Background: an optimization exercise with open tools, aiming at small area. Do not read the settings as production practice. RTL that was checked went through simulation tests only; none was proved equivalent to the original. Power and IR drop assume default switching activity.

Design usb_link, start of the top module:
module usb_link(
    input clk,
    input rst_n,
    input [6:0] self_addr,
    output reg crc5_err,
    output crc16_err,
    input ms,
    input [15:0] time_threshold,
    input [5:0] delay_threshole,
    output reg time_out,
    output d_oe,
    input rx_lp_sop,
    input rx_lp_eop,
    input rx_lp_valid,
    output rx_lp_ready,
    input [7:0] rx_lp_data,
    output reg tx_lp_sop,
    output reg tx_lp_eop,
    output reg tx_lp_valid,
    input tx_lp_ready,
    output reg [7:0] tx_lp_data,
    output reg tx_lp_cancle,
    output reg rx_pid_en,
    output reg [3:0] rx_pid,
    output reg [3:0] rx_endp,
    output reg rx_lt_sop,
    output reg rx_lt_eop,
    output reg rx_lt_valid,
    input rx_lt_ready,
    output reg [7:0] rx_lt_data,
    input [3:0] tx_pid,
    input [6:0] tx_addr,
    input [3:0] tx_endp,
    input tx_valid,
    output reg tx_ready,
    input tx_lt_sop,
    input tx_lt_eop,
    input tx_lt_valid,
  ...
Size in the first run: ~590 cells after synthesis, ~5300 um^2 of cells after synthesis.
Settings: LEC_CHECK=0, CAP_MARGIN=20, CORE_MARGIN=2, CORE_UTILIZATION=40, SLEW_MARGIN=20; clock period 5.0 ns.
standard.sh (not shown) runs the stock make flow with config.mk's settings and CLKGATE_MAP_FILE= SYNTH_SCRIPT=/design/flow/synth_recipe.tcl, a recipe that flattens the netlist after the stock synthesis.
==> flow/flow/run.sh <==
#!/bin/bash
# Own layout flow: the standard synthesis, then the combinational logic between the
# (unchanged) registers re-mapped by ABC for area, then the standard ORFS layout with
# minimum-size port buffers.
set -euo pipefail
W=$PWD
R=$W/orfs/results/sky130hd/usb_link/base
LIB=$FLOW_HOME/platforms/sky130hd/lib/sky130_fd_sc_hd__tt_025C_1v80.lib
YOSYS=yosys
if [[ -x $FLOW_HOME/../tools/install/yosys/bin/yosys ]]; then YOSYS=$FLOW_HOME/../tools/install/yosys/bin/yosys; fi

# 1. standard synthesis (the standard flow's own script)
bash standard.sh $R/1_2_yosys.v > $W/1_synth_standard.log 2>&1
cp $R/1_2_yosys.v $W/1_2_yosys_standard.v

# 2. re-map the combinational logic; registers are kept as they are
sed -e "s#LIBFILE#$LIB#g" -e "s#NETIN#$W/1_2_yosys_standard.v#" -e "s#NETOUT#$W/1_2_yosys_reopt.v#" \
    -e "s#ABCSCRIPT#$W/flow/reopt.abc#" $W/flow/reopt.ys > $W/reopt.ys
$YOSYS -l $W/2_reopt_yosys.log -s $W/reopt.ys > /dev/null 2>&1
cp $W/1_2_yosys_reopt.v $R/1_2_yosys.v

# 3. layout, with buf_1 port buffers
CTS_ARGS="-sink_clustering_enable -repair_clock_nets -buf_list {sky130_fd_sc_hd__clkbuf_4 sky130_fd_sc_hd__clkbuf_8} -root_buf sky130_fd_sc_hd__clkbuf_8 -dont_use_dummy_load" BUFFER_PORTS_ARGS="-buffer_cell sky130_fd_sc_hd__buf_1" bash standard.sh finish > $W/3_layout.log 2>&1
==> flow/flow/reopt.abc <==
strash
&get -n
&deepsyn -T 60
&put
dch
amap
==> flow/flow/reopt.ys <==
read_liberty -ignore_miss_func -ignore_miss_dir LIBFILE
read_verilog NETIN
hierarchy -top usb_link
setattr -mod -set keep_hierarchy 1 sky130_fd_sc_hd__*df* sky130_fd_sc_hd__dl*
flatten
opt -purge
abc -script ABCSCRIPT -liberty LIBFILE -dont_use *probe* -dont_use *lpflow*
opt_clean -purge
select -assert-none usb_link/t:$_*
hilomap -singleton -hicell sky130_fd_sc_hd__conb_1 HI -locell sky130_fd_sc_hd__conb_1 LO
insbuf -buf sky130_fd_sc_hd__buf_4 A X
stat -liberty LIBFILE
select usb_link
write_verilog -noattr -nohex -nodec -selected NETOUT
==> next run, changes <==
--- a/flow/design.v
+++ b/flow/design.v
@@ -134,18 +134,19 @@
     end
 end
 reg [1:0] cnt;
 reg [3:0] pid_reg;
 reg [6:0] addr_reg;
 reg [3:0] endp_reg;
 wire to_valid = ~tx_ready;
 wire is_hs = (pid_reg[1:0] == 2'b10);
 wire is_tok = (pid_reg[1:0] == 2'b01);
+wire tx_transok = tx_valid & tx_ready;
 wire ready_buf = ~tx_lp_valid | tx_lp_ready;
 wire tx_to_transok = to_valid & ~tx_data_on & ready_buf;
 wire tx_con_pid_en = to_valid & (cnt == 2'd0);
 wire [4:0] tc5 = crc5f({addr_reg[0], addr_reg[1], addr_reg[2], addr_reg[3], addr_reg[4], addr_reg[5],
                         addr_reg[6], endp_reg[0], endp_reg[1], endp_reg[2], endp_reg[3]});
 reg [7:0] to_data;
 always @(*) begin
     case (cnt)
         2'b00: to_data = {~pid_reg, pid_reg};
@@ -165,19 +166,19 @@
         end else if (tx_valid) tx_ready <= 1'b0;
         if (tx_to_transok) begin
             if (is_hs) cnt <= 2'b00;
             else if (is_tok) cnt <= {cnt[0] & ~cnt[1], ~cnt[1]};
             else cnt <= 2'b10;
         end
     end
 end
 always @(posedge clk) begin
-    if (tx_ready) begin
+    if (tx_transok) begin
         pid_reg <= tx_pid;
         addr_reg <= tx_addr;
         endp_reg <= tx_endp;
     end
 end
 assign tx_lt_ready = tx_data_on & ready_buf;
 wire tx_lp_eop_en = tx_lp_valid & tx_lp_ready & tx_lp_eop;
 wire valid_buf = tx_data_on ? tx_lt_valid : to_valid;
 always @(posedge clk or negedge rst_n) begin
Effect:
- wire length hardly moves
- critical path depth came out higher by 8
- non-clock buffer count came out higher by 1
- utilization barely changes
- final area is about the same
- worst hold slack loses 0.021 ns
- die area barely changes
- combinational power fell by about 10%
- total power decreases by 6.4%
- worst setup slack gets worse by 0.096 ns
- clock-buffer cell count does not change
- area after synthesis stays flat
- via count climbs by 1.4%
Only the layout flow was run in the first run of this note; the RTL was not checked for function there.

afterwards: timing with drivers on the ports:
The flow's constraints put no driver on any port. The routed layouts listed below were extracted and timed again, unchanged, in two steps. Step 1 sets driving cells, clkbuf_16 on the clock port and buf_2 on the other inputs (assumed; they add their load-dependent delay and slew). Step 2 adds t to the input delays and takes it off the output delays; t is the mean of the earliest and latest rising clock arrival at the registers after step 1. Input paths then give back, and output paths get back, about the clock's delay inside the block. a / b / c = ideal ports / drivers / drivers and shift; a / b = the first two.
run | shift t [ns] | setup slack, ns | worst slew at a driven data input, ns
the first run | 0.407 | 1.940 / 1.952 / 1.545 | 0.05
the second run | 0.392 | 1.844 / 1.844 / 1.638 | 0.04
After both steps setup and hold are still met in every run listed. For the first run, which loses most, drivers alone change the setup slack by +0.012 ns; drivers and shift together by -0.395 ns.
